This is an optimization exercise on Yosys and OpenROAD, whose aim is small area and a short achievable clock period, not a production implementation.
At most, simulation tests tie the RTL to the original design; equivalence was not proved.
No functional check of the RTL was part of runs 3 to 5.
Power is estimated from default activity; no workload was simulated.

==> design/flow/design.v <==
module alu(sum, cout, T, N, cin);
   parameter l=16;
   input [l-1:0] T, N;
   input cin;
   output [l-1:0] sum;
   output cout;
   wire [l:0] g0 = { T & N, cin };
   wire [l:0] p0 = { T ^ N, 1'b0 };
   reg [l:0] g, p;
   integer i, d;
   always @(g0 or p0) begin
      g = g0; p = p0;
      for(d = 1; d < l+1; d = d * 2)
         for(i = 2*d-1; i < l+1; i = i + 2*d) begin
            g[i] = g[i] | (p[i] & g[i-d]);
            p[i] = p[i] & p[i-d];
         end
      for(d = 8; d >= 1; d = d / 2)
         for(i = 3*d-1; i < l+1; i = i + 2*d) begin
            g[i] = g[i] | (p[i] & g[i-d]);
            p[i] = p[i] & p[i-d];
         end
   end
   assign sum = p0[l:1] ^ g[l-1:0];
   assign cout = g[l];
endmodule  
module stack(clk, sp, push, in, out);
   parameter dep=4, l=16;
   input clk, push;
   input [dep-1:0] sp;
   input [l-1:0] in;
   output [l-1:0] out;
   localparam n = 1 << dep;
   wire [n-1:0] sel = { {n-1{1'b0}}, 1'b1 } << sp;
   wire [n*l-1:0] all;
   genvar k, b;
   generate for(k=0; k<n; k=k+1) begin : e
      reg [l-1:0] m;
      always @(posedge clk)
         if(push && sel[(k+1) % n]) m <= in;
      for(b=0; b<l; b=b+1) begin : t
         assign all[b*n+k] = m[b];
      end
   end endgenerate
   generate for(b=0; b<l; b=b+1) begin : r
      mux16oh rm(.d(all[b*n +: n]), .s(sel), .y(out[b]));
   end endgenerate
endmodule  
module mux16oh(d, s, y);
   input [15:0] d, s;
   output y;
   wire [5:0] t;
   aoi222 a0(.a1(d[0]), .a2(s[0]), .b1(d[1]), .b2(s[1]), .c1(d[2]), .c2(s[2]), .y(t[0]));
   aoi222 a1(.a1(d[3]), .a2(s[3]), .b1(d[4]), .b2(s[4]), .c1(d[5]), .c2(s[5]), .y(t[1]));
   aoi222 a2(.a1(d[6]), .a2(s[6]), .b1(d[7]), .b2(s[7]), .c1(d[8]), .c2(s[8]), .y(t[2]));
   aoi222 a3(.a1(d[9]), .a2(s[9]), .b1(d[10]), .b2(s[10]), .c1(d[11]), .c2(s[11]), .y(t[3]));
   aoi222 a4(.a1(d[12]), .a2(s[12]), .b1(d[13]), .b2(s[13]), .c1(d[14]), .c2(s[14]), .y(t[4]));
   assign t[5] = ~(d[15] & s[15]);
   nand6 o(.a(t), .y(y));
endmodule
module aoi222(a1, a2, b1, b2, c1, c2, y);
   input a1, a2, b1, b2, c1, c2;
   output y;
   assign y = ~(a1 & a2 | b1 & b2 | c1 & c2);
endmodule
module nand6(a, y);
   input [5:0] a;
   output y;
   assign y = ~&a;
endmodule
module mux8oh(d, s, y);
   input [7:0] d, s;
   output y;
   wire [2:0] t;
   aoi222 a0(.a1(d[0]), .a2(s[0]), .b1(d[1]), .b2(s[1]), .c1(d[2]), .c2(s[2]), .y(t[0]));
   aoi222 a1(.a1(d[3]), .a2(s[3]), .b1(d[4]), .b2(s[4]), .c1(d[5]), .c2(s[5]), .y(t[1]));
   assign t[2] = ~(d[6] & s[6] | d[7] & s[7]);
   assign y = ~&t;
endmodule
module cpu(clk, run, nreset, addr, rd, wr, data, dataout,
           dr, dw, daddr, din, dout, bp);
   parameter rstaddr=16'h3FFE, l=16, sdep=4, rdep=4;
   input clk, run, nreset;
   output [l-1:0] addr;
   output rd;
   output [1:0] wr;
   input  [l-1:0] data;
   output [l-1:0] dataout;
   input [2:0] daddr;
   input dr, dw;
   input [l-1:0] din, bp;
   output [l-1:0] dout;
   reg [sdep-1:0] sp;
   reg [rdep-1:0] rp;
   reg [l-1:0] T, I, P, R;
   reg [1:0] state;
   reg c;
   wire s0 = (state == 2'b00);
   wire s1 = (state == 2'b01);
   wire s3 = (state == 2'b11);
   reg [4:0] slot;
   wire fcall = s0 & data[15];           
   wire op_exec = (slot == 5'b00001);
   wire op_call = fcall | op_exec;
   wire op_jmp  = (slot == 5'b00010);
   wire op_ret  = (slot == 5'b00011);
   wire op_cond = (slot[4:2] == 3'b001);
   wire op_com  = (slot == 5'b01001);
   wire op_mul  = (slot == 5'b01110);
   wire op_div  = (slot == 5'b01111);
   wire op_alu  = (slot[4:3] == 2'b01) & ~slot[0] & ~(slot[2] & slot[1])
                | (slot == 5'b01011) | (slot == 5'b01101);
   wire access  = (slot[4:3] == 2'b10);
   wire op_minc = access & ~slot[1];     
   wire op_ld   = access & slot[1];      
   wire op_lit  = access & slot[1] & slot[0];
   wire op_st   = access & ~slot[1] & ~slot[0];
   wire op_nip  = (slot == 5'b11000);
   wire op_drop = (slot == 5'b11001);
   wire op_over = (slot == 5'b11010);
   wire op_dup  = (slot == 5'b11011);
   wire op_tor  = (slot == 5'b11100);
   wire op_rfrom= (slot == 5'b11110);
   wire bop = (slot[4:2] == 3'b101);    
   assign rd = s0 | (access & (slot[1:0] != 2'b00));
   assign wr = op_st ? { ~slot[2] | ~T[0], ~slot[2] | T[0] } : 2'b00;
   wire addrsel = access & (slot[1:0] != 2'b11);
   assign addr = addrsel ? T : P;
   wire bswap = bop ^ addr[0];
   wire [l-1:0] incaddr = addr + { bop ? 2'b01 : 2'b10 };
   wire [l-1:0] dataw = { bop ? 8'h00 : (bswap ? data[7:0] : data[15:8]),
                     bswap ? data[15:8] : data[7:0] };
   wire [l-1:0] N, toR;
   assign dataout = bswap ? { N[7:0], N[l-1:8] } : N;
   wire dbg = ~run;
   wire dw0 = dbg & dw & (daddr == 3'h0);
   wire dw1 = dbg & dw & (daddr == 3'h1);
   wire tos2n = ~rd | (slot[1:0] == 2'b11);
   wire [l-1:0] toN = tos2n ? T : dataw;
   wire dpush = (access & (slot[1:0] != 2'b00)) |
                (slot[4] & slot[3] & slot[1]) | dw0;
   wire rpush = (fcall & run) | op_exec | op_tor | dw1;
   stack #(sdep,l) dstack(.clk(clk), .sp(sp), .push(dpush),
                          .in(toN), .out(N));
   stack #(rdep,l) rstack(.clk(clk), .sp(rp), .push(rpush),
                          .in(R), .out(toR));
   wire [sdep-1:0] spdec = sp - 1'b1;
   wire [sdep-1:0] spinc = sp + 1'b1;
   wire [rdep-1:0] rpdec = rp - 1'b1;
   wire [rdep-1:0] rpinc = rp + 1'b1;
   wire cin = slot[0] & (c | slot[1]);
   wire [l-1:0] sum;
   wire cout;
   alu #(l) alu16(.sum(sum), .cout(cout), .T(T), .N(N), .cin(cin));
   wire zero = ~|T;
   wire cond = (slot[1] ? c : zero) ^ slot[0];
   wire k = c | (slot[0] & cout);
   wire [l-1:0] u = k ? sum : T;
   reg [l-1:0] jmp;
   always @(state or I or P or T or data)
      case(state)
        2'b00: jmp = { data[14:0], 1'b0 };
        2'b01: jmp = { P[15:11], I[9:0], 1'b0 };
        2'b10: jmp = { P[15:6], I[4:0], 1'b0 };
        2'b11: jmp = { T[15:1], 1'b0 };
      endcase
   wire [1:0] nextstate = (op_call | op_jmp | op_ret | op_cond) ?
                          2'b00 : state + 2'b01;
   wire drop3 = (op_call | op_jmp) & s3;
   wire dwa = dbg & dw;
   wire dra = dbg & dr;
   wire p_inc = run & ((s0 & ~fcall) | op_lit);
   wire p_jmp = run & (op_call | op_jmp | (op_cond & cond));
   wire p_ret = run & op_ret;
   wire p_din = dwa & (daddr == 3'h4);
   wire p_hold = ~(p_inc | p_jmp | p_ret | p_din);
   wire [l-1:0] P_n = ({l{p_inc}} & incaddr) | ({l{p_jmp}} & jmp) |
                 ({l{p_ret}} & { R[l-1:1], 1'b0 }) |
                 ({l{p_din}} & din) | ({l{p_hold}} & P);
   wire i_data = run & s0;
   wire i_din = dwa & (daddr == 3'h7);
   wire [l-1:0] I_n = i_data ? data : i_din ? din : I;
   wire t_n    = run & (drop3 | op_cond | op_drop | op_over | op_tor);
   wire t_com  = run & op_com;
   wire t_xor  = run & (slot == 5'b01000);
   wire t_and  = run & (slot == 5'b01010);
   wire t_or   = run & (slot == 5'b01011);
   wire t_add  = run & (slot[4:1] == 4'b0110);
   wire t_mul  = run & op_mul;
   wire t_div  = run & op_div;
   wire t_inc  = run & op_minc & ~s1;
   wire t_ld   = run & op_ld;
   wire t_r    = run & op_rfrom;
   wire t_din  = dwa & ((daddr == 3'h0) | (daddr == 3'h5));
   wire t_hold = ~(t_n | t_com | t_xor | t_and | t_or | t_add | t_mul |
                   t_div | t_inc | t_ld | t_r | t_din);
   wire [3:0] lut = { t_hold | t_n | t_and | t_or,
                      t_hold | t_xor | t_or,
                      t_com | t_n | t_xor | t_or,
                      t_com };
   reg [l-1:0] tl;
   integer i;
   always @(lut or T or N)
      for(i=0; i<l; i=i+1)
         tl[i] = T[i] ? (N[i] ? lut[3] : lut[2])
                      : (N[i] ? lut[1] : lut[0]);
   wire [l-1:0] T_n = tl | ({l{t_add}} & sum) |
                 ({l{t_mul}} & { k & cout, u[l-1:1] }) |
                 ({l{t_div}} & { u[l-2:0], R[l-1] }) |
                 ({l{t_inc}} & incaddr) |
                 ({l{t_ld}} & dataw) | ({l{t_r}} & R) |
                 ({l{t_din}} & din);
   wire r_call = run & op_call;
   wire r_pop  = run & (op_ret | op_rfrom);
   wire r_mul  = run & op_mul;
   wire r_div  = run & op_div;
   wire r_t    = run & op_tor;
   wire r_din  = dwa & ((daddr == 3'h1) | (daddr == 3'h6));
   wire r_hold = ~(r_call | r_pop | r_mul | r_div | r_t | r_din);
   wire [l-1:0] R_n = ({l{r_call}} & { s0 ? incaddr[l-1:1] : P[l-1:1], c }) |
                 ({l{r_pop}} & toR) |
                 ({l{r_mul}} & { u[0], R[l-1:1] }) |
                 ({l{r_div}} & { R[l-2:0], k }) |
                 ({l{r_t}} & T) | ({l{r_din}} & din) |
                 ({l{r_hold}} & R);
   reg c_n;
   always @(*) begin
      c_n = c;
      if(run) begin
         if(op_call) c_n = 1'b0;
         if(op_ret | op_mul) c_n = R[0];
         if(op_com) c_n = 1'b1;
         if(op_div) c_n = u[l-1];
         if(op_alu & slot[2]) c_n = cout;
      end else if(dw && daddr == 3'h3)
         c_n = din[10];
   end
   wire sp_dec = run ? ((access & slot[0]) | op_over | op_dup | op_rfrom)
                     : (dw & (daddr == 3'h0) & ~(dr & (daddr == 3'h0)));
   wire sp_inc = run ? (op_st | drop3 | op_cond | op_alu | op_nip |
                        op_drop | op_tor)
                     : (dr & (daddr == 3'h0));
   wire sp_din = dwa & (daddr == 3'h3);
   reg [sdep-1:0] sp_n;
   always @(*)
      if(sp_din) sp_n = din[sdep+3:4];
      else if(sp_dec) sp_n = spdec;
      else if(sp_inc) sp_n = spinc;
      else sp_n = sp;
   wire rp_dec = run ? (op_call | op_tor)
                     : (dw & (daddr == 3'h1) & ~(dr & (daddr == 3'h1)));
   wire rp_inc = run ? (op_ret | op_rfrom) : (dr & (daddr == 3'h1));
   reg [rdep-1:0] rp_n;
   always @(*)
      if(sp_din) rp_n = din[rdep-1:0];
      else if(rp_dec) rp_n = rpdec;
      else if(rp_inc) rp_n = rpinc;
      else rp_n = rp;
   wire [1:0] state_n = run ? nextstate :
                        (dwa & (daddr == 3'h3)) ? din[9:8] : state;
   reg [4:0] slot_n;
   always @(state_n or I_n)
      case(state_n)
        2'b00: slot_n = 5'b00000;
        2'b01: slot_n = I_n[14:10];
        2'b10: slot_n = I_n[9:5];
        2'b11: slot_n = I_n[4:0];
      endcase
   wire dsel_en = dr & ~run;
   wire [7:0] da = { 7'b0, dsel_en } << daddr;
   wire [l-1:0] st = { run, 4'h0, c, state, {4-sdep{1'b0}}, sp,
                  {4-rdep{1'b0}}, rp };
   genvar b;
   generate for(b=0; b<l; b=b+1) begin : dbg_rd
      mux8oh dm(.d({ I[b], R[b], T[b], P[b], st[b], bp[b], toR[b], N[b] }),
                .s(da), .y(dout[b]));
   end endgenerate
   always @(posedge clk or negedge nreset)
      if(!nreset) begin
         state <= 2'b11;
         P <= rstaddr;
         T <= 16'h0000;
         I <= 16'h0000;
         R <= 16'h0000;
         c <= 1'b0;
         sp <= 0;
         rp <= 0;
         slot <= 5'b00000;
      end else begin
         state <= state_n;
         P <= P_n;
         T <= T_n;
         I <= I_n;
         R <= R_n;
         c <= c_n;
         sp <= sp_n;
         rp <= rp_n;
         slot <= slot_n;
      end
endmodule  
module b16_core(clk, nreset, run, addr, rd, wr, data, dataout,
                dr, dw, daddr, din, bp, dout);
   input         clk, nreset, run;
   output [15:0] addr;
   output        rd;
   output [1:0]  wr;
   input  [15:0] data;
   output [15:0] dataout;
   input         dr, dw;
   input  [2:0]  daddr;
   input  [15:0] din, bp;
   output [15:0] dout;
   cpu b16(.clk(clk), .run(run), .nreset(nreset),
           .addr(addr), .rd(rd), .wr(wr), .data(data),
           .dataout(dataout),
           .dr(dr), .dw(dw), .daddr(daddr), .din(din), .dout(dout),
           .bp(bp));
endmodule
==> design/flow/flow/run.sh <==
#!/bin/bash
cp standard.sh standard_sh.txt
export SETUP_SLACK_MARGIN=7.3
export CTS_ARGS="-sink_clustering_enable -repair_clock_nets -dont_use_dummy_load -sink_clustering_size 20 -sink_clustering_max_diameter 100 -buf_list {sky130_fd_sc_hd__clkbuf_8 sky130_fd_sc_hd__clkbuf_16}"
export BUFFER_PORTS_ARGS="-buffer_cell sky130_fd_sc_hd__buf_1"
bash standard.sh > standard.log 2>&1
==> design/flow/standard.sh <==
#!/bin/bash
# synth_recipe.tcl (not shown) runs the flow's synth.tcl, then flattens the netlist and writes it again
# the make line also repeats each setting of config.mk as NAME=value (left out here)
make -C /OpenROAD-flow-scripts/flow DESIGN_CONFIG=/design/flow/config.mk WORK_HOME=/design/flow/orfs CLKGATE_MAP_FILE= SYNTH_SCRIPT=/design/flow/synth_recipe.tcl "${@:-finish}"
==> design/flow/config.mk <==
export PLATFORM = sky130hd
export DESIGN_NAME = b16_core
export DESIGN_NICKNAME = b16_core
export VERILOG_FILES = /design/flow/design.v
export SDC_FILE = /design/flow/constraint.sdc
export NUM_CORES = 4
export LEC_CHECK = 0
export CAP_MARGIN = 20
export CORE_MARGIN = 2
export CORE_UTILIZATION = 60
export PLACE_DENSITY = 0.72
export SLEW_MARGIN = 20
export SYNTH_HIERARCHICAL = 1
==> design/flow/constraint.sdc <==
create_clock -name core_clock -period 14.0 [get_ports {clk}]
set_input_delay 2.8000 -clock core_clock [delete_from_list [all_inputs] [get_ports {clk}]]
set_output_delay 2.8000 -clock core_clock [all_outputs]
set_load 0.01 [all_outputs]
==> metrics.yaml, run 1 <==
holdWs_ps: 587
grt_max_degree: 53
relSlewSlack_pct: 22.2
final_hold_viol_count: 0
rsz0062_at_grt: "yes"
worstPathMaxFanout: 6
cp_top_family: "simple AND/OR/NAND/NOR gates"
port_buffers: 106
ys_seq_area_share_pct: 63.6
die_h_um: 217
setup_tns_ps: 0
synth-async-reset-ratio_pct: 13.5
finalCriticalPeriod_ps: 7200
grt_usage_pct: 42.0
start_util_pct: 60.5
setup_viol: 0
crit_type: "input port to output pin"
drc: 0
worst-r2r-setup-slack_ps: 7760
finalWirelength_um: 100000
critPathLaunchType: "input port"
gr-total-overflow: 0
rows: 78
syn_avg_cell_area_um2: 13.5
synth_area_mm2: 0.0273
place_ws_ps: 6170
max_cap_viol_count: 0
critPathArrivalTime_ps: 4400
place.gp.congestion: 1.05
final_util_pct: 67.1
cts_inserted_buffers: 36
min_period_over_period_pct: 51.4
ir_drop_mv: 0.189
synth_edf_count: 512
antenna_found_initial: 8
synth_top_cell_area_share_pct: 56.3
clk_latency_ps: 600
ys_types: 88
pin_count: 107
nNetsFinal: 2287
grt_pass1_vias: 20500
die-width_um: 217
cp-end-kind: "output pin"
ys_warn_count: 9
drtIter0Drc: 4802
final-max-slew-violation-count: 0
cp.buffers_inverters: 5
path_clk_slew_ps: 100
layoutNonFillerInstCount: 2795
grt_pass1_wl_um: 142000
synth.most_common_cell: "edfxtp_1"
cpMaxStageDelayCell: "or3b_4"
hpwl_um: 66300
cts_buffer_depth: 3
path_cells: "buf_8, buf_12, or3b_4, nor3_4, buf_6, buf_16, a222oi_1, nand3_1, buf_2"
cellPowerDensity_mw_per_mm2: 240
coreArea_mm2: 0.0452
yosys.area.top_type: "edfxtp_1"
drive_gt1_share_pct: 13.3
status: "no timing/DRC/antenna violations"
synth_common_cells: "edfxtp_1, a222oi_1, nand2_1"
cts.sinks: 592
finClkSkew_ps: 61.1
dpl.cell_count: 2731
layout_setup_ws_ps: 6800
postRouteAntennaNets: 0
first_pass_iters: 14
vias: 21800
cp.required_ps: 11200
synthToLayoutAreaGrowth_pct: 11.0
dieArea_mm2: 0.0473
p_leak_nw: 10.1
max_stage_delay_ps: 390
routedWlPerCell_um: 35.8
max_clock_freq_mhz: 139
cts_tree: "done"
cts_root_buffer: "clkbuf_16"
tightest_slew_ps: 1150
synth_area_leaders: "edfxtp_1, a222oi_1, dfrtp_1"
ys.flop_type: "edfxtp_1"
avgViaCountPerCell: 7.78
min_path_type: "flip-flop to flip-flop"
syn_inst: 2023
cts_htree_levels: 2
synth_seq_cells: 592
## worst paths after layout
check | endpoint | cells after the start | start
hold / removal | b16.P[1] | 2 | b16.P[1]
setup reg to reg | b16.T[8] | 20 | b16.sp[2]
hold reg to reg | b16.P[1] | 2 | b16.P[1]
min in group asynchronous | b16.I[12] | 1 | nreset
max in group asynchronous | b16.sp[1] | 2 | nreset
setup / recovery | dout[8] | 9 | run
## metrics by stage
step	area, um^2	power, mW
after floorplan	27400	4.60
after global placement	28900	6.01
after detailed placement	29000	6.08
after CTS	30300	7.08
after global routing	30300	7.51
final	30300	7.29
## power breakdown
group | leakage (nW) | internal, mW | switching [mW]
combinational | 4.05 | 1.02 | 2.42
clock | 0.444 | 0.458 | 0.553
sequential | 5.61 | 2.41 | 0.423
## modules after synthesis (local to each module, per instance), excerpt
module | copies in the design | flops+latches | cells
nand6 | 32 | 0 | 2
mux16oh | 32 | 0 | 1
cpu | 1 | 80 | 1010
aoi222 | 192 | 0 | 1
mux8oh | 16 | 0 | 2
## cells in the final DEF (no fill, tap or decap), drive strengths merged, types with 25 or more instances in the layout
cell type	count
buf	229
a22oi	47
nand2	153
and4	33
edfxtp	512
clkbuf	37
nor2	111
ha	25
dfrtp	65
a21oi	55
nor3	30
mux2i	65
a222oi	229
o21ai	74
nand3	76
inv	63
## registers in the layout, summed over array words and instances (netlist names), 2 cells and up
register	count
b16.dstack.e.m	256
b16.rstack.e.m	256
b16.I	16
b16.P	16
b16.R	16
b16.T	16
b16.slot	5
b16.rp	4
b16.sp	4
b16.state	2
## layout make-up
type	count	area [um^2]
clock buffer	36	901
timing repair buffer	231	1520
inverter	64	244
antenna	3	7.51
sequential	592	17400
tap	600	751
multi-input combinational	1269	9500
fill	3194	14900
## per-layer routing
| metal | routed length [um] | GRT usage [%] | up-vias |
|---|---|---|---|
| met3 | 15800 | 16.3 | 381 |
| met4 | 5720 | 20.1 | 4 |
| met2 | 43000 | 60.1 | 1882 |
| li1 | - | - | 8786 |
| met5 | 26 | 0.729 | - |
| met1 | 35500 | 56.5 | 10700 |
## logic make-up after synthesis
| family | synth area share [%] |
|---|---|
| fa+ha+maj | 2.02 |
| buf+inv | 2.51 |
| simple gates | 9.69 |
| flops | 63.6 |
| mux | 3.37 |
| other cells | 0.0137 |
| xor+xnor | 0.865 |
| compound gates | 17.9 |
## what timing repair did
action | 4_1_cts | 5_1_grt
hold buffers | 0 | 0
pin swaps | 25 | 8
cloned | 2 | 0
buffers inserted | 23 | 0
setup endpoints to repair | 29 | 31
gates resized for setup | 39 | 6
## worst register-to-register path, cell delays in order (launching register included)
cell       delay [ps]
dfrtp_1           540
nand2b_1          390
nor2_1            110
buf_4             230
a222oi_1          450
and4_1            400
nand3_1           530
ha_1              520
o211ai_1           90
a21oi_2           200
o21ai_2           130
a32o_1            280
fa_1              380
inv_1             130
a21oi_2            70
buf_4             250
mux2i_1           240
o2bb2ai_1         100
or4_1             530
a221o_1           290
a311o_1           270
==> inputs of run 2 (changes only) <==
==> design/flow/flow/run.sh (replaced) <==
#!/bin/bash
cp standard.sh standard_sh.txt
export SETUP_SLACK_MARGIN=7.3
export CTS_ARGS="-sink_clustering_enable -repair_clock_nets -dont_use_dummy_load -sink_clustering_size 30 -sink_clustering_max_diameter 120 -buf_list {sky130_fd_sc_hd__clkbuf_8 sky130_fd_sc_hd__clkbuf_16}"
export BUFFER_PORTS_ARGS="-buffer_cell sky130_fd_sc_hd__buf_1"
bash standard.sh > standard.log 2>&1
--- a/design/flow/config.mk
+++ b/design/flow/config.mk
@@ -7,7 +7,6 @@
 export LEC_CHECK = 0
 export CAP_MARGIN = 20
 export CORE_MARGIN = 2
-export CORE_UTILIZATION = 60
-export PLACE_DENSITY = 0.72
+export CORE_UTILIZATION = 40
 export SLEW_MARGIN = 20
 export SYNTH_HIERARCHICAL = 1
==> metrics.yaml, run 2 <==
clk_latency_ps: 620  # was 600 ps
coreArea_mm2: 0.0674  # was 0.0452 mm^2
setup_tns_ps: 0  # unchanged
switching_power_mw: 3.43  # was 3.40 mW
fin_area_mm2: 0.0307  # was 0.0303 mm^2
cts_tree: "done"  # unchanged
synth-async-reset-ratio_pct: 13.5  # unchanged
sequentialPowerShare_pct: 37.5  # was 38.9%
startpoint: "run"  # unchanged
status: "no timing/DRC/antenna violations"  # unchanged
cp.required_ps: 11200  # about the same
synthToLayoutAreaGrowth_pct: 12.3  # was 11.0%
tightest_slew_ps: 1160  # was 1150 ps
path_clk_slew_ps: 70  # was 100 ps
drc: 0  # unchanged
syn_avg_cell_area_um2: 13.5  # unchanged
max_clock_freq_mhz: 139  # about the same
antenna_found_initial: 1  # was 8
grt_max_degree: 51  # was 53
final_util_pct: 45.6  # was 67.1%
yosys.area.top_type: "edfxtp_1"  # unchanged
port_buffers: 106  # unchanged
hpwl_um: 71200  # was 66300 um
cts.sinks: 592  # unchanged
finClkSkew_ps: 46.6  # was 61.1 ps
cellPowerDensity_mw_per_mm2: 235  # was 240 mW/mm^2
cts_htree_levels: 1  # was 2
ir_drop_mv: 0.175  # was 0.189 mV
final-max-slew-violation-count: 0  # unchanged
holdBufCountCts: 0  # unchanged
place.gp.congestion: 0.994  # was 1.05
synth_edf_count: 512  # unchanged
cts_inserted_buffers: 25  # was 36
pin_count: 107  # unchanged
finalWirelength_um: 106000  # was 100000 um
grt_pass1_wl_um: 149000  # was 142000 um
ys.flop_type: "edfxtp_1"  # unchanged
swShare_pct: 47.5  # was 46.6%
grt_usage_pct: 29.2  # was 42.0%
ys_warn_count: 9  # unchanged
place_ws_ps: 5880  # was 6170 ps
clkPwrFrac_pct: 11.7  # was 13.9%
relSlewSlack_pct: 22.2  # about the same
critPathLaunchType: "input port"  # unchanged
hp-start: "b16.P[1]"  # unchanged
synth_area_leaders: "edfxtp_1, a222oi_1, dfrtp_1"  # unchanged
min_path_type: "flip-flop to flip-flop"  # unchanged
layout_common_cells: "edfxtp_1, a222oi_1, nand2_1, buf_4, nor2_1"  # unchanged
vias: 21200  # was 21800
grt_pass1_vias: 20200  # was 20500
synth_seq_cells: 592  # unchanged
final_hold_viol_count: 0  # unchanged
intPower_mw: 3.79  # was 3.89 mW
layout_setup_ws_ps: 6800  # about the same
rows: 95  # was 78
ys_seq_area_share_pct: 63.6  # unchanged
p_leak_nw: 10.2  # was 10.1 nW
die_h_um: 265  # was 217 um
p_comb_share_pct: 50.8  # was 47.2%
drive_gt1_share_pct: 14.0  # was 13.3%
r2r-start: "b16.sp[2]"  # unchanged
min_period_over_period_pct: 51.4  # about the same
start_util_pct: 40.6  # was 60.5%
nNetsFinal: 2300  # was 2287
synth_common_cells: "edfxtp_1, a222oi_1, nand2_1"  # unchanged
synth.most_common_cell: "edfxtp_1"  # unchanged
crit_type: "input port to output pin"  # unchanged
largestRegisters: "b16.dstack.e.m x256, b16.rstack.e.m x256"  # unchanged
max_cap_viol_count: 0  # unchanged
die-width_um: 265  # was 217 um
synth_area_mm2: 0.0273  # unchanged
cts_buffer_depth: 3  # unchanged
rsz0062_at_grt: "yes"  # unchanged
setup_viol: 0  # unchanged
ys_types: 88  # unchanged
first_pass_iters: 10  # was 14
synth_top_cell_area_share_pct: 56.3  # unchanged
drtIter0Drc: 3870  # was 4802
syn_inst: 2023  # unchanged
p_total_mw: 7.22  # was 7.29 mW
critPathArrivalTime_ps: 4400  # about the same
avgViaCountPerCell: 6.89  # was 7.78
cts_root_buffer: "clkbuf_16"  # unchanged
cp-end-kind: "output pin"  # unchanged
postRouteAntennaNets: 0  # unchanged
worstPathMaxFanout: 5  # was 6
placed_area_mm2: 0.0294  # was 0.0290 mm^2
gr-total-overflow: 0  # unchanged
dieArea_mm2: 0.0704  # was 0.0473 mm^2
routedWlPerCell_um: 34.3  # was 35.8 um
final_common_cell: "edfxtp_1"  # unchanged
finalCriticalPeriod_ps: 7200  # about the same
run 2: cell families after synthesis:
family	share of synthesized area, %
compound gates	17.9
xor+xnor	0.865
fa+ha+maj	2.02
buf+inv	2.51
flops	63.6
mux	3.37
other cells	0.0137
simple gates	9.69
run 2: critical path, stage by stage:
cell and delay, ps:
buf_8 100, buf_12 120, or3b_4 420, buf_12 150, nor2_4 120, buf_4 150, buf_6 120, a222oi_1 60
nand3_1 180, buf_2 160
run 2: worst paths after layout:
check / cells past startpoint / endpoint / slack [ps]
worst max-delay path: 10 / dout[2] / 6800
min in group asynchronous: 1 / b16.R[8] / 2150
worst min register to register: 2 / b16.P[1] / 560
worst min-delay path: 2 / b16.P[1] / 560
max in group asynchronous: 2 / b16.I[7] / 10630
worst max register to register: 20 / b16.T[8] / 7680
run 2: power by group through the flow:
stage / clock (mW) / combinational [mW] / sequential [mW]
2_1_floorplan: 0 / 1.99 / 2.61
5_1_grt: 0.917 / 3.84 / 2.72
3_3_place_gp: 0 / 3.45 / 2.72
3_5_place_dp: 0 / 3.48 / 2.73
4_1_cts: 0.857 / 3.51 / 2.69
6_report: 0.843 / 3.67 / 2.71
run 2: Yosys stat by module (local to each module, per instance), excerpt:
module | cells | flip-flops and latches | area (um^2) | times used
aoi222 | 1 | 0 | 10.0 | 192
cpu | 1010 | 80 | 8100 | 1
mux16oh | 1 | 0 | 3.75 | 32
mux8oh | 2 | 0 | 12.5 | 16
nand6 | 2 | 0 | 13.8 | 32
run 2: cell type report:
| class | instances | area, um^2 |
|---|---|---|
| fillers | 6011 | 36700 |
| flip-flops and latches | 592 | 17400 |
| multi-input cells | 1269 | 9570 |
| repair buffers | 255 | 1770 |
| well taps | 873 | 1090 |
| clock buffers | 25 | 626 |
| inverters | 64 | 244 |
| diodes | 2 | 5.00 |
run 2: per-stage QoR:
stage	cells	hold WS, ps
2_1_floorplan	2026	506
3_3_place_gp	3015	547
3_5_place_dp	3015	547
4_1_cts	3072	559
5_1_grt	3078	577
6_report	3080	563
run 2: repair_timing:
item / 4_1_cts / 5_1_grt
endpoints found under the setup margin: 32 / 33
pin swaps: 19 / 15
setup buffers: 30 / 5
gates resized for setup: 49 / 21
gates cloned: 2 / 1
run 2: routing by layer:
layer | wire (um) | global-route usage, % | up-vias
met5 | 0 | 0 | -
met2 | 45700 | 43.3 | 1458
met1 | 42100 | 40.9 | 10700
met4 | 5470 | 12.4 | 0
met3 | 12500 | 7.21 | 265
li1 | - | - | 8789
==> inputs of run 3 (changes only) <==
--- a/design/flow/design.v
+++ b/design/flow/design.v
@@ -31,52 +31,17 @@
    input [l-1:0] in;
    output [l-1:0] out;
    localparam n = 1 << dep;
-   wire [n-1:0] sel = { {n-1{1'b0}}, 1'b1 } << sp;
    wire [n*l-1:0] all;
-   genvar k, b;
+   wire [dep-1:0] spdec = sp - 1'b1;
+   genvar k;
    generate for(k=0; k<n; k=k+1) begin : e
       reg [l-1:0] m;
       always @(posedge clk)
-         if(push && sel[(k+1) % n]) m <= in;
-      for(b=0; b<l; b=b+1) begin : t
-         assign all[b*n+k] = m[b];
-      end
-   end endgenerate
-   generate for(b=0; b<l; b=b+1) begin : r
-      mux16oh rm(.d(all[b*n +: n]), .s(sel), .y(out[b]));
+         if(push && spdec == k) m <= in;
+      assign all[k*l +: l] = m;
    end endgenerate
+   assign out = all[sp*l +: l];
 endmodule  
-module mux16oh(d, s, y);
-   input [15:0] d, s;
-   output y;
-   wire [5:0] t;
-   aoi222 a0(.a1(d[0]), .a2(s[0]), .b1(d[1]), .b2(s[1]), .c1(d[2]), .c2(s[2]), .y(t[0]));
-   aoi222 a1(.a1(d[3]), .a2(s[3]), .b1(d[4]), .b2(s[4]), .c1(d[5]), .c2(s[5]), .y(t[1]));
-   aoi222 a2(.a1(d[6]), .a2(s[6]), .b1(d[7]), .b2(s[7]), .c1(d[8]), .c2(s[8]), .y(t[2]));
-   aoi222 a3(.a1(d[9]), .a2(s[9]), .b1(d[10]), .b2(s[10]), .c1(d[11]), .c2(s[11]), .y(t[3]));
-   aoi222 a4(.a1(d[12]), .a2(s[12]), .b1(d[13]), .b2(s[13]), .c1(d[14]), .c2(s[14]), .y(t[4]));
-   assign t[5] = ~(d[15] & s[15]);
-   nand6 o(.a(t), .y(y));
-endmodule
-module aoi222(a1, a2, b1, b2, c1, c2, y);
-   input a1, a2, b1, b2, c1, c2;
-   output y;
-   assign y = ~(a1 & a2 | b1 & b2 | c1 & c2);
-endmodule
-module nand6(a, y);
-   input [5:0] a;
-   output y;
-   assign y = ~&a;
-endmodule
-module mux8oh(d, s, y);
-   input [7:0] d, s;
-   output y;
-   wire [2:0] t;
-   aoi222 a0(.a1(d[0]), .a2(s[0]), .b1(d[1]), .b2(s[1]), .c1(d[2]), .c2(s[2]), .y(t[0]));
-   aoi222 a1(.a1(d[3]), .a2(s[3]), .b1(d[4]), .b2(s[4]), .c1(d[5]), .c2(s[5]), .y(t[1]));
-   assign t[2] = ~(d[6] & s[6] | d[7] & s[7]);
-   assign y = ~&t;
-endmodule
 module cpu(clk, run, nreset, addr, rd, wr, data, dataout,
            dr, dw, daddr, din, dout, bp);
    parameter rstaddr=16'h3FFE, l=16, sdep=4, rdep=4;
@@ -268,13 +233,13 @@
       endcase
    wire dsel_en = dr & ~run;
    wire [7:0] da = { 7'b0, dsel_en } << daddr;
-   wire [l-1:0] st = { run, 4'h0, c, state, {4-sdep{1'b0}}, sp,
-                  {4-rdep{1'b0}}, rp };
-   genvar b;
-   generate for(b=0; b<l; b=b+1) begin : dbg_rd
-      mux8oh dm(.d({ I[b], R[b], T[b], P[b], st[b], bp[b], toR[b], N[b] }),
-                .s(da), .y(dout[b]));
-   end endgenerate
+   assign dout = ({l{da[0]}} & N) | ({l{da[1]}} & toR) |
+                 ({l{da[2]}} & bp) |
+                 ({l{da[3]}} & { run, 4'h0, c, state,
+                                 {4-sdep{1'b0}}, sp,
+                                 {4-rdep{1'b0}}, rp }) |
+                 ({l{da[4]}} & P) | ({l{da[5]}} & T) |
+                 ({l{da[6]}} & R) | ({l{da[7]}} & I);
    always @(posedge clk or negedge nreset)
       if(!nreset) begin
          state <= 2'b11;
==> design/flow/flow/run.sh (replaced) <==
#!/bin/bash
cp standard.sh standard_sh.txt
export SETUP_SLACK_MARGIN=7.3
export CTS_ARGS="-sink_clustering_enable -repair_clock_nets -dont_use_dummy_load -sink_clustering_size 30 -sink_clustering_max_diameter 120 -buf_list {sky130_fd_sc_hd__clkbuf_8 sky130_fd_sc_hd__clkbuf_16}"
bash standard.sh > standard.log 2>&1
--- a/design/flow/config.mk
+++ b/design/flow/config.mk
@@ -7,6 +7,6 @@
 export LEC_CHECK = 0
 export CAP_MARGIN = 20
 export CORE_MARGIN = 2
-export CORE_UTILIZATION = 40
+export CORE_UTILIZATION = 60
+export PLACE_DENSITY = 0.72
 export SLEW_MARGIN = 20
-export SYNTH_HIERARCHICAL = 1
==> metrics.yaml, run 3 <==
status: "no timing/DRC/antenna violations"  # unchanged
vias: 20400  # was 21200
hp-start: "b16.P[1]"  # unchanged
clkPwrFrac_pct: 11.2  # was 11.7%
ys.flop_type: "edfxtp_1"  # unchanged
synth_area_mm2: 0.0288  # was 0.0273 mm^2
ys_seq_area_share_pct: 60.4  # was 63.6%
postRouteAntennaNets: 0  # unchanged
setup_viol: 0  # unchanged
ir_drop_mv: 0.164  # was 0.175 mV
antenna_found_initial: 0  # was 1
critPathLaunchType: "input port"  # unchanged
cellPowerDensity_mw_per_mm2: 229  # was 235 mW/mm^2
r2r-start: "b16.sp[2]"  # unchanged
path_clk_slew_ps: 70  # about the same
layoutNonFillerInstCount: 2738  # was 3080
min_path_type: "flip-flop to flip-flop"  # unchanged
synth_common_cells: "edfxtp_1, nand2_1, mux4_2"  # was edfxtp_1, a222oi_1, nand2_1
avgViaCountPerCell: 7.47  # was 6.89
sequentialPowerShare_pct: 38.5  # was 37.5%
grt_pass1_wl_um: 137000  # was 149000 um
grt_usage_pct: 38.7  # was 29.2%
hpwl_um: 64900  # was 71200 um
final-max-slew-violation-count: 0  # unchanged
cp-end-kind: "output pin"  # unchanged
worstPathMaxFanout: 7  # was 5
relSlewSlack_pct: 22.5  # was 22.2%
grt_pass1_vias: 19600  # was 20200
cts_htree_levels: 1  # unchanged
timing.rr.end: "b16.T[12]"  # was b16.T[8]
synth-async-reset-ratio_pct: 13.5  # unchanged
gr-total-overflow: 0  # unchanged
dieArea_mm2: 0.0498  # was 0.0704 mm^2
cp.required_ps: 11200  # about the same
drtIter0Drc: 3131  # was 3870
syn_inst: 2029  # was 2023
place.gp.congestion: 1.05  # was 0.994
final_util_pct: 67.4  # was 45.6%
dpl.cell_count: 2671  # was 3015
grt_max_degree: 49  # was 51
pin_count: 107  # unchanged
nNetsFinal: 2223  # was 2300
rows: 80  # was 95
coreArea_mm2: 0.0475  # was 0.0674 mm^2
ys_warn_count: 3  # was 9
intPower_mw: 4.09  # was 3.79 mW
drc: 0  # unchanged
die_h_um: 223  # was 265 um
finalWirelength_um: 96300  # was 106000 um
start_util_pct: 60.6  # was 40.6%
placed_area_mm2: 0.0307  # was 0.0294 mm^2
max_clock_freq_mhz: 143  # was 139 MHz
finalCriticalPeriod_ps: 7010  # was 7200 ps
rsz0062_at_grt: "yes"  # unchanged
synth_top_cell_area_share_pct: 53.4  # was 56.3%
cts_buffer_depth: 3  # unchanged
cts_inserted_buffers: 24  # was 25
yosys.area.top_type: "edfxtp_1"  # unchanged
hold_end: "b16.P[1]"  # unchanged
crit_type: "input port to output pin"  # unchanged
fin_area_mm2: 0.0320  # was 0.0307 mm^2
cts_root_buffer: "clkbuf_16"  # unchanged
cts_tree: "done"  # unchanged
worst_r2r_path_depth: 22  # was 20
max_cap_viol_count: 0  # unchanged
largestRegisters: "b16.dstack.e.m x256, b16.rstack.e.m x256"  # unchanged
port_buffers: 106  # unchanged
final_hold_viol_count: 0  # unchanged
p_comb_share_pct: 50.3  # was 50.8%
switching_power_mw: 3.23  # was 3.43 mW
p_leak_nw: 11.1  # was 10.2 nW
critPathArrivalTime_ps: 4210  # was 4400 ps
routedWlPerCell_um: 35.2  # was 34.3 um
ys_types: 80  # was 88
synth_edf_count: 512  # unchanged
finClkSkew_ps: 42.6  # was 46.6 ps
die-width_um: 223  # was 265 um
clk_latency_ps: 610  # was 620 ps
synth.most_common_cell: "edfxtp_1"  # unchanged
synth_seq_cells: 592  # unchanged
swShare_pct: 44.1  # was 47.5%
min_period_over_period_pct: 50.1  # was 51.4%
final_common_cell: "edfxtp_1"  # unchanged
first_pass_iters: 12  # was 10
synthToLayoutAreaGrowth_pct: 11.1  # was 12.3%
synth_area_leaders: "edfxtp_1, mux4_2, dfrtp_1"  # was edfxtp_1, a222oi_1, dfrtp_1
drive_gt1_share_pct: 20.5  # was 14.0%
hold_path_depth: 2  # unchanged
tightest_slew_ps: 1160  # about the same
syn_avg_cell_area_um2: 14.2  # was 13.5 um^2
setup_tns_ps: 0  # unchanged
layout_common_cells: "edfxtp_1, nand2_1, mux4_2, mux2i_1, buf_4"  # was edfxtp_1, a222oi_1, nand2_1, buf_4, nor2_1
worst-r2r-setup-slack_ps: 7690  # was 7680 ps
cts.sinks: 592  # unchanged
run 3: cell types whose count changed after synthesis, moves of 16 or more:
cell      delta
mux2i_1     +55
o31ai_1     -21
o311ai_0    -17
inv_1       -36
o21ai_0     +24
nand3_1     -34
a222oi_1   -187
nand2_1     +54
a22oi_1     +56
mux4_2     +125
nor2_1      -16
clkbuf_1    +24
a221oi_1    +53
and4_1      -33
run 3: cells by family after synthesis:
logic type      after synthesis  share of synthesized area, %
compound gates              460                          11.7
xor+xnor                     30                         0.938
fa+ha+maj                    43                          2.13
buf+inv                     179                          2.83
flops                       592                          60.4
mux                         258                          14.4
simple gates                467                          7.60
run 3: critical path, cell delays in order:
cell and delay, ps:
buf_12 100, inv_4 30, or3_4 380, buf_6 130, nor2_4 190, clkbuf_16 200, a22oi_2 50, nand4_1 170
buf_2 150
run 3: per-stage QoR:
step / setup slack, ps / total power, mW / hold WS [ps]
after global routing: 6970 / 7.57 / 552
after CTS: 7050 / 7.16 / 528
after global placement: 5800 / 6.24 / 514
after floorplan: 7200 / 4.83 / 468
after detailed placement: 5710 / 6.29 / 517
final: 6990 / 7.33 / 527
run 3: what timing repair did:
action	4_1_cts	5_1_grt
hold buffers	0	0
buffers inserted	34	5
pin swaps	24	23
resized for setup	155	45
gates cloned	1	2
endpoints found under the setup margin	52	39
run 3: area by class of cell:
class / count / area (um^2)
fillers: 3262 / 15500
repair buffers: 219 / 2050
multi-input cells: 1258 / 11100
diodes: 1 / 2.50
clock buffers: 24 / 601
flip-flops and latches: 592 / 17400
repair inverters: 1 / 7.51
inverters: 28 / 113
well taps: 615 / 769
run 3: worst max-delay path by stage:
stage	start	to	slack, ps
2_1_floorplan	daddr[1]	dout[11]	7200
3_3_place_gp	dr	dout[10]	5800
3_5_place_dp	dr	dout[10]	5710
4_1_cts	dr	dout[10]	7050
5_1_grt	daddr[1]	dout[7]	6970
6_report	dr	dout[5]	6990
run 3: routing by layer:
layer	vias up	routed length, um	track usage [%]
li1	8300	-	-
met1	10300	36000	54.0
met2	1498	42700	57.4
met3	359	10600	7.55
met4	0	7000	22.4
met5	-	0	0
run 3: power by group through the flow:
stage	clock [mW]	sequential, mW	combinational [mW]
finish	0.823	2.82	3.69
detailed placement	0	2.84	3.46
floorplan	0	2.57	2.26
CTS	0.827	2.79	3.54
global placement	0	2.83	3.40
global route	0.875	2.83	3.86
==> inputs of run 4 (changes only) <==
--- a/design/flow/design.v
+++ b/design/flow/design.v
@@ -4,25 +4,9 @@
    input cin;
    output [l-1:0] sum;
    output cout;
-   wire [l:0] g0 = { T & N, cin };
-   wire [l:0] p0 = { T ^ N, 1'b0 };
-   reg [l:0] g, p;
-   integer i, d;
-   always @(g0 or p0) begin
-      g = g0; p = p0;
-      for(d = 1; d < l+1; d = d * 2)
-         for(i = 2*d-1; i < l+1; i = i + 2*d) begin
-            g[i] = g[i] | (p[i] & g[i-d]);
-            p[i] = p[i] & p[i-d];
-         end
-      for(d = 8; d >= 1; d = d / 2)
-         for(i = 3*d-1; i < l+1; i = i + 2*d) begin
-            g[i] = g[i] | (p[i] & g[i-d]);
-            p[i] = p[i] & p[i-d];
-         end
-   end
-   assign sum = p0[l:1] ^ g[l-1:0];
-   assign cout = g[l];
+   wire [l+1:0] s = { 1'b0, T, 1'b1 } + { 1'b0, N, cin };
+   assign sum = s[l:1];
+   assign cout = s[l+1];
 endmodule  
 module stack(clk, sp, push, in, out);
    parameter dep=4, l=16;
@@ -63,7 +47,14 @@
    wire s0 = (state == 2'b00);
    wire s1 = (state == 2'b01);
    wire s3 = (state == 2'b11);
-   reg [4:0] slot;
+   reg [4:0] slot;                       
+   always @(state or I)
+      case(state)
+        2'b00: slot = 5'b00000;
+        2'b01: slot = I[14:10];
+        2'b10: slot = I[9:5];
+        2'b11: slot = I[4:0];
+      endcase
    wire fcall = s0 & data[15];           
    wire op_exec = (slot == 5'b00001);
    wire op_call = fcall | op_exec;
@@ -117,10 +108,14 @@
    wire [l-1:0] sum;
    wire cout;
    alu #(l) alu16(.sum(sum), .cout(cout), .T(T), .N(N), .cin(cin));
+   wire [l-1:0] lres = slot[1] ? (slot[0] ? (T | N) : (T & N)) : (T ^ N);
+   wire [l-1:0] res = slot[2] ? sum : lres;        
+   wire acarry = slot[2] ? cout : c;
    wire zero = ~|T;
    wire cond = (slot[1] ? c : zero) ^ slot[0];
-   wire k = c | (slot[0] & cout);
-   wire [l-1:0] u = k ? sum : T;
+   wire [l:0] msel = c ? { cout, sum } : { 1'b0, T };
+   wire dc = c | cout;
+   wire [l-1:0] dsel = dc ? sum : T;
    reg [l-1:0] jmp;
    always @(state or I or P or T or data)
       case(state)
@@ -147,34 +142,21 @@
    wire [l-1:0] I_n = i_data ? data : i_din ? din : I;
    wire t_n    = run & (drop3 | op_cond | op_drop | op_over | op_tor);
    wire t_com  = run & op_com;
-   wire t_xor  = run & (slot == 5'b01000);
-   wire t_and  = run & (slot == 5'b01010);
-   wire t_or   = run & (slot == 5'b01011);
-   wire t_add  = run & (slot[4:1] == 4'b0110);
    wire t_mul  = run & op_mul;
    wire t_div  = run & op_div;
+   wire t_res  = run & op_alu;
    wire t_inc  = run & op_minc & ~s1;
    wire t_ld   = run & op_ld;
    wire t_r    = run & op_rfrom;
    wire t_din  = dwa & ((daddr == 3'h0) | (daddr == 3'h5));
-   wire t_hold = ~(t_n | t_com | t_xor | t_and | t_or | t_add | t_mul |
-                   t_div | t_inc | t_ld | t_r | t_din);
-   wire [3:0] lut = { t_hold | t_n | t_and | t_or,
-                      t_hold | t_xor | t_or,
-                      t_com | t_n | t_xor | t_or,
-                      t_com };
-   reg [l-1:0] tl;
-   integer i;
-   always @(lut or T or N)
-      for(i=0; i<l; i=i+1)
-         tl[i] = T[i] ? (N[i] ? lut[3] : lut[2])
-                      : (N[i] ? lut[1] : lut[0]);
-   wire [l-1:0] T_n = tl | ({l{t_add}} & sum) |
-                 ({l{t_mul}} & { k & cout, u[l-1:1] }) |
-                 ({l{t_div}} & { u[l-2:0], R[l-1] }) |
-                 ({l{t_inc}} & incaddr) |
+   wire t_hold = ~(t_n | t_com | t_mul | t_div | t_res | t_inc | t_ld |
+                   t_r | t_din);
+   wire [l-1:0] T_n = ({l{t_n}} & N) | ({l{t_com}} & ~T) |
+                 ({l{t_mul}} & msel[l:1]) |
+                 ({l{t_div}} & { dsel[l-2:0], R[l-1] }) |
+                 ({l{t_res}} & res) | ({l{t_inc}} & incaddr) |
                  ({l{t_ld}} & dataw) | ({l{t_r}} & R) |
-                 ({l{t_din}} & din);
+                 ({l{t_din}} & din) | ({l{t_hold}} & T);
    wire r_call = run & op_call;
    wire r_pop  = run & (op_ret | op_rfrom);
    wire r_mul  = run & op_mul;
@@ -184,8 +166,8 @@
    wire r_hold = ~(r_call | r_pop | r_mul | r_div | r_t | r_din);
    wire [l-1:0] R_n = ({l{r_call}} & { s0 ? incaddr[l-1:1] : P[l-1:1], c }) |
                  ({l{r_pop}} & toR) |
-                 ({l{r_mul}} & { u[0], R[l-1:1] }) |
-                 ({l{r_div}} & { R[l-2:0], k }) |
+                 ({l{r_mul}} & { msel[0], R[l-1:1] }) |
+                 ({l{r_div}} & { R[l-2:0], dc }) |
                  ({l{r_t}} & T) | ({l{r_din}} & din) |
                  ({l{r_hold}} & R);
    reg c_n;
@@ -195,8 +177,8 @@
          if(op_call) c_n = 1'b0;
          if(op_ret | op_mul) c_n = R[0];
          if(op_com) c_n = 1'b1;
-         if(op_div) c_n = u[l-1];
-         if(op_alu & slot[2]) c_n = cout;
+         if(op_div) c_n = dsel[l-1];
+         if(op_alu) c_n = acarry;
       end else if(dw && daddr == 3'h3)
          c_n = din[10];
    end
@@ -223,14 +205,6 @@
       else rp_n = rp;
    wire [1:0] state_n = run ? nextstate :
                         (dwa & (daddr == 3'h3)) ? din[9:8] : state;
-   reg [4:0] slot_n;
-   always @(state_n or I_n)
-      case(state_n)
-        2'b00: slot_n = 5'b00000;
-        2'b01: slot_n = I_n[14:10];
-        2'b10: slot_n = I_n[9:5];
-        2'b11: slot_n = I_n[4:0];
-      endcase
    wire dsel_en = dr & ~run;
    wire [7:0] da = { 7'b0, dsel_en } << daddr;
    assign dout = ({l{da[0]}} & N) | ({l{da[1]}} & toR) |
@@ -250,7 +224,6 @@
          c <= 1'b0;
          sp <= 0;
          rp <= 0;
-         slot <= 5'b00000;
       end else begin
          state <= state_n;
          P <= P_n;
@@ -260,7 +233,6 @@
          c <= c_n;
          sp <= sp_n;
          rp <= rp_n;
-         slot <= slot_n;
       end
 endmodule  
 module b16_core(clk, nreset, run, addr, rd, wr, data, dataout,
==> design/flow/run.sh (new file) <==
#!/bin/bash
# synth_recipe.tcl (not shown) runs the flow's synth.tcl, then flattens the netlist and writes it again
# the make line also repeats each setting of config.mk as NAME=value (left out here)
make -C /OpenROAD-flow-scripts/flow DESIGN_CONFIG=/design/flow/config.mk WORK_HOME=/design/flow/orfs CLKGATE_MAP_FILE= SYNTH_SCRIPT=/design/flow/synth_recipe.tcl finish
--- a/design/flow/config.mk
+++ b/design/flow/config.mk
@@ -7,6 +7,5 @@
 export LEC_CHECK = 0
 export CAP_MARGIN = 20
 export CORE_MARGIN = 2
-export CORE_UTILIZATION = 60
-export PLACE_DENSITY = 0.72
+export CORE_UTILIZATION = 40
 export SLEW_MARGIN = 20
removed: design/flow/flow/run.sh
removed: design/flow/standard.sh
==> metrics.yaml, run 4 <==
status: "no timing/DRC/antenna violations"  # unchanged
finClkSkew_ps: 44.0  # was 42.6 ps
start_util_pct: 40.5  # was 60.6%
cts_htree_levels: 3  # was 1
holdBufCountCts: 0  # unchanged
syn_avg_cell_area_um2: 13.1  # was 14.2 um^2
cts_inserted_buffers: 66  # was 24
ys.flop_type: "edfxtp_1"  # unchanged
place_ws_ps: 4990  # was 5710 ps
synth_area_mm2: 0.0297  # was 0.0288 mm^2
synth_common_cells: "edfxtp_1, nand2_1, o21ai_0"  # was edfxtp_1, nand2_1, mux4_2
antenna_found_initial: 4  # was 0
crit_type: "flip-flop to output pin"  # was input port to output pin
rsz0062_at_grt: "no"  # was yes
max_clock_freq_mhz: 111  # was 143 MHz
gr-total-overflow: 0  # unchanged
p_leak_nw: 12.0  # was 11.1 nW
min_path_type: "flip-flop to flip-flop"  # unchanged
final_hold_viol_count: 0  # unchanged
min_period_over_period_pct: 64.3  # was 50.1%
synth_area_leaders: "edfxtp_1, mux4_2, mux2i_1"  # was edfxtp_1, mux4_2, dfrtp_1
layout_common_cells: "edfxtp_1, nand2_1, mux2i_1, o21ai_0, buf_4"  # was edfxtp_1, nand2_1, mux4_2, mux2i_1, buf_4
vias: 22200  # was 20400
grt_pass1_vias: 21300  # was 19600
final_common_cell: "edfxtp_1"  # unchanged
synth_fa_ha_area_share_pct: 2.28  # was 2.13%
final-max-slew-violation-count: 0  # unchanged
nNetsFinal: 2495  # was 2223
synth-async-reset-ratio_pct: 12.8  # was 13.5%
dieArea_mm2: 0.0764  # was 0.0498 mm^2
relSlewSlack_pct: 15.6  # was 22.5%
ys_seq_area_share_pct: 58.2  # was 60.4%
largestRegisters: "b16.dstack.e.m x256, b16.rstack.e.m x256"  # unchanged
synth_mux_area_share_pct: 14.0  # was 14.4%
synth_simple_gate_area_share_pct: 7.93  # was 7.60%
post_cts.repair.setup_buffers: 0  # was 34
drive_gt1_share_pct: 17.2  # was 20.5%
first_pass_iters: 7  # was 12
hpwl_um: 80000  # was 64900 um
pin_count: 107  # unchanged
synth_top_family_by_area: "multiplexers"  # unchanged
finalWirelength_um: 115000  # was 96300 um
die_h_um: 276  # was 223 um
place.gp.congestion: 1.02  # was 1.05
drtIter0Drc: 3533  # was 3131
path_clk_slew_ps: 60  # was 70 ps
tightest_slew_ps: 1260  # was 1160 ps
syn_inst: 2266  # was 2029
cp.required_ps: 11200  # about the same
cp-end-kind: "output pin"  # unchanged
ctsResizeCount: 0  # was 155
clk_latency_ps: 650  # was 610 ps
synth_top_cell_area_share_pct: 51.8  # was 53.4%
drc: 0  # unchanged
postRouteAntennaNets: 0  # unchanged
synthToLayoutAreaGrowth_pct: 15.8  # was 11.1%
worstPathMaxFanout: 51  # was 7
synth_seq_cells: 587  # was 592
synth.most_common_cell: "edfxtp_1"  # unchanged
yosys.area_share.xor_xnor_pct: 1.03  # was 0.938%
avgViaCountPerCell: 6.54  # was 7.47
grt_pass1_wl_um: 161000  # was 137000 um
cts.sinks: 587  # was 592
max_cap_viol_count: 0  # unchanged
cellPowerDensity_mw_per_mm2: 259  # was 229 mW/mm^2
cts_buffer_depth: 3  # unchanged
grt_max_degree: 52  # was 49
synth_compound_area_share_pct: 13.3  # was 11.7%
cts_root_buffer: "clkbuf_16"  # unchanged
grt_usage_pct: 29.5  # was 38.7%
setup_viol: 0  # unchanged
ys_warn_count: 2  # was 3
ys_types: 83  # was 80
cts_tree: "done"  # unchanged
coreArea_mm2: 0.0732  # was 0.0475 mm^2
port_buffers: 106  # unchanged
die-width_um: 276  # was 223 um
synth_edf_count: 512  # unchanged
critPathArrivalTime_ps: 6200  # was 4210 ps
critPathLaunchType: "flip-flop"  # was input port
setup_tns_ps: 0  # unchanged
ir_drop_mv: 0.195  # was 0.164 mV
yosys.area.top_type: "edfxtp_1"  # unchanged
routedWlPerCell_um: 33.8  # was 35.2 um
rows: 99  # was 80
finalCriticalPeriod_ps: 9000  # was 7010 ps
layout_setup_ws_ps: 5000  # was 6990 ps
-- run 4: area by class of cell --
class / count / area [um^2]
Timing Repair Buffer: 224 / 1940
Fill cell: 6489 / 38800
Sequential cell: 587 / 17300
Inverter: 74 / 278
Clock inverter: 42 / 364
Multi-Input combinational cell: 1433 / 11600
Antenna cell: 1 / 2.50
Tap cell: 959 / 1200
Clock buffer: 72 / 1700
-- run 4: cell families (layout without fill, tap and decap cells) --
kind of cell	after synthesis	after routing
adder cells (fa/ha/maj)	53	53
other	0	1
AND/OR/NAND/NOR	509	509
multiplexers	274	274
buffers and inverters	246	412
AO/OA/AOI/OAI	562	562
flip-flops	587	587
XOR/XNOR	35	35
-- run 4: where the power goes --
group,internal [mW],switching (mW)
logic,1.54,3.03
registers,2.37,0.284
clock network,0.941,0.742
-- run 4: critical path, cell delays in order (launching register included) --
cell,delay [ps]
dfstp_2,580
inv_1,90
ha_1,430
a222oi_1,430
buf_4,310
nor3b_2,680
nand2_1,680
o21ai_0,510
ha_2,980
nand2_1,100
o21ai_0,140
clkdlybuf4s50_1,590
-- run 4: routing by layer --
| layer | vias to the layer above | global-route usage [%] | part of all wire (%) |
|---|---|---|---|
| met2 | 1393 | 43.7 | 43 |
| met4 | 4 | 11.6 | 4.2 |
| li1 | 9201 | - | - |
| met3 | 265 | 8.31 | 11 |
| met1 | 11300 | 41.2 | 41 |
| met5 | - | 0 | 0.027 |
-- run 4: through the flow --
step           area (um^2)  util, %  std cells  power (mW)  hold slack (ps)
2_1_floorplan        29700        -       2266        5.17              484
3_3_place_gp         32300     44.1       3277        7.08              506
3_5_place_dp         32300     44.1       3277        7.12              513
4_1_cts              34400     46.9       3391        8.80              522
5_1_grt              34400     46.9       3391        9.22              569
6_report             34400     46.9       3392        8.91              530
-- run 4: final timing paths --
check | start | endpoint | slack [ps] | depth (start not counted)
max | b16.state[1] | dataout[4] | 5000 | 11
max reg2reg | b16.state[1] | b16.T[12] | 7200 | 14
min | b16.state[1] | b16.state[1] | 530 | 2
min reg2reg | b16.state[1] | b16.state[1] | 530 | 2
min in group asynchronous | nreset | b16.I[4] | 2150 | 1
max in group asynchronous | nreset | b16.rp[0] | 10660 | 2
==> inputs of run 5 (changes only) <==
==> design/flow/flow/run.sh (new file) <==
#!/bin/bash
cp standard.sh standard_sh.txt
export SETUP_SLACK_MARGIN=7.2
bash standard.sh > standard.log 2>&1
==> design/flow/standard.sh (new file) <==
#!/bin/bash
# synth_recipe.tcl (not shown) runs the flow's synth.tcl, then flattens the netlist and writes it again
# the make line also repeats each setting of config.mk as NAME=value (left out here)
make -C /OpenROAD-flow-scripts/flow DESIGN_CONFIG=/design/flow/config.mk WORK_HOME=/design/flow/orfs CLKGATE_MAP_FILE= SYNTH_SCRIPT=/design/flow/synth_recipe.tcl "${@:-finish}"
removed: design/flow/run.sh
==> metrics.yaml, run 5 <==
status: "no timing/DRC/antenna violations"  # unchanged
drive_gt1_share_pct: 22.3  # was 17.2%
worst_r2r_path_depth: 12  # was 14
finalWirelength_um: 113000  # was 115000 um
grt_pass1_vias: 22100  # was 21300
coreArea_mm2: 0.0732  # unchanged
synth-async-reset-ratio_pct: 12.8  # unchanged
layoutNonFillerInstCount: 3436  # was 3392
clk_latency_ps: 670  # was 650 ps
drc: 0  # unchanged
final_common_cell: "edfxtp_1"  # unchanged
synth_common_cells: "edfxtp_1, nand2_1, o21ai_0"  # unchanged
finClkSkew_ps: 45.5  # was 44.0 ps
ys_warn_count: 2  # unchanged
holdBufCountCts: 0  # unchanged
ir_drop_mv: 0.140  # was 0.195 mV
largestRegisters: "b16.dstack.e.m x256, b16.rstack.e.m x256"  # unchanged
synth_area_leaders: "edfxtp_1, mux4_2, mux2i_1"  # unchanged
p_total_mw: 8.91  # about the same
dpl.cell_count: 3266  # was 3277
cts_buffer_depth: 3  # unchanged
min_period_over_period_pct: 50.5  # was 64.3%
holdWs_ps: 593  # was 530 ps
synth_area_mm2: 0.0297  # unchanged
ys.flop_type: "edfxtp_1"  # unchanged
dieArea_mm2: 0.0764  # unchanged
final_hold_viol_count: 0  # unchanged
layout_setup_ws_ps: 6930  # was 5000 ps
synthToLayoutAreaGrowth_pct: 20.1  # was 15.8%
synth.most_common_cell: "edfxtp_1"  # unchanged
crit_type: "input port to output pin"  # was flip-flop to output pin
cts_root_buffer: "clkbuf_16"  # unchanged
path_clk_slew_ps: 60  # about the same
tightest_slew_ps: 1140  # was 1260 ps
cts.sinks: 587  # unchanged
syn_avg_cell_area_um2: 13.1  # unchanged
vias: 22600  # was 22200
grt_usage_pct: 29.1  # was 29.5%
ys_seq_area_share_pct: 58.2  # unchanged
fin_area_mm2: 0.0357  # was 0.0344 mm^2
rsz0062_at_grt: "yes"  # was no
max_cap_viol_count: 0  # unchanged
p_leak_nw: 12.6  # was 12.0 nW
cts_inserted_buffers: 61  # was 66
syn_inst: 2266  # unchanged
avgViaCountPerCell: 6.59  # was 6.54
fillers: 6282  # was 6489
port_buffers: 106  # unchanged
worstPathMaxFanout: 5  # was 51
placed_area_mm2: 0.0324  # was 0.0323 mm^2
layout_common_cells: "edfxtp_1, nand2_1, mux2i_1, buf_4, o21ai_0"  # was edfxtp_1, nand2_1, mux2i_1, o21ai_0, buf_4
cts_htree_levels: 2  # was 3
routedWlPerCell_um: 32.9  # was 33.8 um
ys_types: 83  # unchanged
max_clock_freq_mhz: 141  # was 111 MHz
cp-end-kind: "output pin"  # unchanged
critPathLaunchType: "input port"  # was flip-flop
gr-total-overflow: 0  # unchanged
die_h_um: 276  # unchanged
place_ws_ps: 5410  # was 4990 ps
critPathArrivalTime_ps: 4270  # was 6200 ps
start_util_pct: 40.5  # unchanged
die-width_um: 276  # unchanged
pin_count: 107  # unchanged
relSlewSlack_pct: 23.9  # was 15.6%
cellPowerDensity_mw_per_mm2: 250  # was 259 mW/mm^2
min_path_type: "flip-flop to flip-flop"  # unchanged
nNetsFinal: 2542  # was 2495
yosys.area.top_type: "edfxtp_1"  # unchanged
setup_tns_ps: 0  # unchanged
postRouteAntennaNets: 0  # unchanged
rows: 99  # unchanged
setup_viol: 0  # unchanged
hold_path_depth: 2  # unchanged
hpwl_um: 76400  # was 80000 um
drtIter0Drc: 3350  # was 3533
synth_top_cell_area_share_pct: 51.8  # unchanged
grt_pass1_wl_um: 161000  # about the same
final-max-slew-violation-count: 0  # unchanged
synth_seq_cells: 587  # unchanged
grt_max_degree: 53  # was 52
finalCriticalPeriod_ps: 7070  # was 9000 ps
place.gp.congestion: 0.977  # was 1.02
first_pass_iters: 9  # was 7
antenna_found_initial: 3  # was 4
cp.required_ps: 11200  # about the same
synth_edf_count: 512  # unchanged
cts_tree: "done"  # unchanged
final_util_pct: 48.7  # was 46.9%
## run 5: cell types whose count changed in the layout (fill, tap and decap cells not counted), sizes merged
cell | before | now
clkdlybuf4s50 | 104 | 64
clkbuf | 72 | 73
bufinv | 3 | 5
nand2 | 199 | 200
dlymetal6s2s | 0 | 6
inv | 81 | 77
and3 | 10 | 11
buf | 120 | 185
bufbuf | 0 | 2
clkinv | 29 | 23
dlygate4sd2 | 0 | 14
clkdlybuf4s15 | 0 | 1
or2 | 9 | 10
## run 5: area by class of cell
| class | instances | area [um^2] | area share, % |
|---|---|---|---|
| timing repair buffer | 273 | 2600 | 7.30 |
| tap | 959 | 1200 | 3.37 |
| sequential | 587 | 17300 | 48.5 |
| antenna | 1 | 2.50 | 0.00702 |
| clock buffer | 72 | 1570 | 4.40 |
| inverter | 74 | 297 | 0.832 |
| clock inverter | 34 | 390 | 1.09 |
| multi-input combinational | 1436 | 12300 | 34.5 |
## run 5: report_power, final
part | internal, mW | leakage (nW) | switching [mW]
combinational | 1.59 | 6.08 | 2.97
sequential | 2.37 | 5.52 | 0.373
clock | 0.897 | 0.942 | 0.710
## run 5: final timing paths
| kind | startpoint | end | slack, ps |
|---|---|---|---|
| worst min register to register | b16.P[13] | b16.P[13] | 590 |
| worst max-delay path | daddr[0] | dout[3] | 6930 |
| worst min-delay path | b16.P[13] | b16.P[13] | 590 |
| max in group asynchronous | nreset | b16.rp[0] | 10670 |
| worst max register to register | b16.sp[0] | b16.T[14] | 8120 |
| min in group asynchronous | nreset | b16.R[13] | 2140 |
## run 5: critical path: stages
cell and delay [ps]:
buf_12 100, buf_12 140, nand2_8 60, nor2_4 50, and3_4 230, buf_6 120
a22oi_2 140, o21ai_2 80, a221oi_2 220, o21ai_2 150, buf_2 170
## run 5: per-layer routing
layer,up-vias,GRT usage [%],part of all wire (%)
li1,9311,-,-
met1,11500,38.9,39
met2,1473,43.1,43
met3,372,8.26,11
met4,4,14.9,6.0
met5,-,0,0.023
## run 5: timing repair
| action | 4_1_cts | 5_1_grt |
|---|---|---|
| pin swaps | 31 | 14 |
| endpoints found under the setup margin | 50 | 30 |
| resized for setup | 238 | 36 |
| buffers inserted | 48 | 5 |
| gates cloned | 10 | 0 |
## run 5: cells by family (layout without fill, tap and decap cells)
group | Yosys count | in the layout | synth area share (%)
AOI/OAI and AO/OA | 562 | 562 | 13.3
adders and majority gates | 53 | 53 | 2.28
other | 0 | 1 | 0
and+or+nand+nor | 509 | 512 | 7.93
DFF | 587 | 587 | 58.2
xor gates and xnor gates | 35 | 35 | 1.03
buffers and inverters | 246 | 453 | 3.21
muxes | 274 | 274 | 14.0

port drivers added, routing unchanged:
How much do the figures lean on ideal ports? The routed layouts below were timed once more, with nothing changed but the port constraints.
Step 1 assumes that a clkbuf_16 drives the clock port and a buf_2 every other input.
Step 2 also shifts input and output timing later by t, the mid clock arrival at the registers, as if the neighbouring blocks saw the same clock.
a / b / c = ideal / step 1 / step 2; a / b = the first two.
run | t, ns | setup WS [ns] | hold slack, ns | latest minus earliest clock arrival (ns) | worst slew at a driven data input, ns
run 1 | 0.637 | 6.799 / 6.743 / 6.743 | 0.587 / 0.587 / 0.587 | 0.063 / 0.062 | 0.09
run 2 | 0.654 | 6.804 / 6.762 / 6.762 | 0.563 / 0.563 / 0.563 | 0.049 / 0.050 | 0.15
run 3 | 0.649 | 6.987 / 6.907 / 6.907 | 0.527 / 0.527 / 0.527 | 0.044 / 0.044 | 0.08
run 4 | 0.696 | 5.003 / 4.937 / 5.148 | 0.530 / 0.530 / 0.530 | 0.044 / 0.044 | 0.12
run 5 | 0.718 | 6.928 / 6.845 / 6.845 | 0.593 / 0.593 / 0.593 | 0.046 / 0.047 | 0.12
After both steps every run listed still meets setup and hold. For run 5, which loses most, drivers alone change the setup slack by -0.083 ns; drivers and shift together by -0.083 ns.
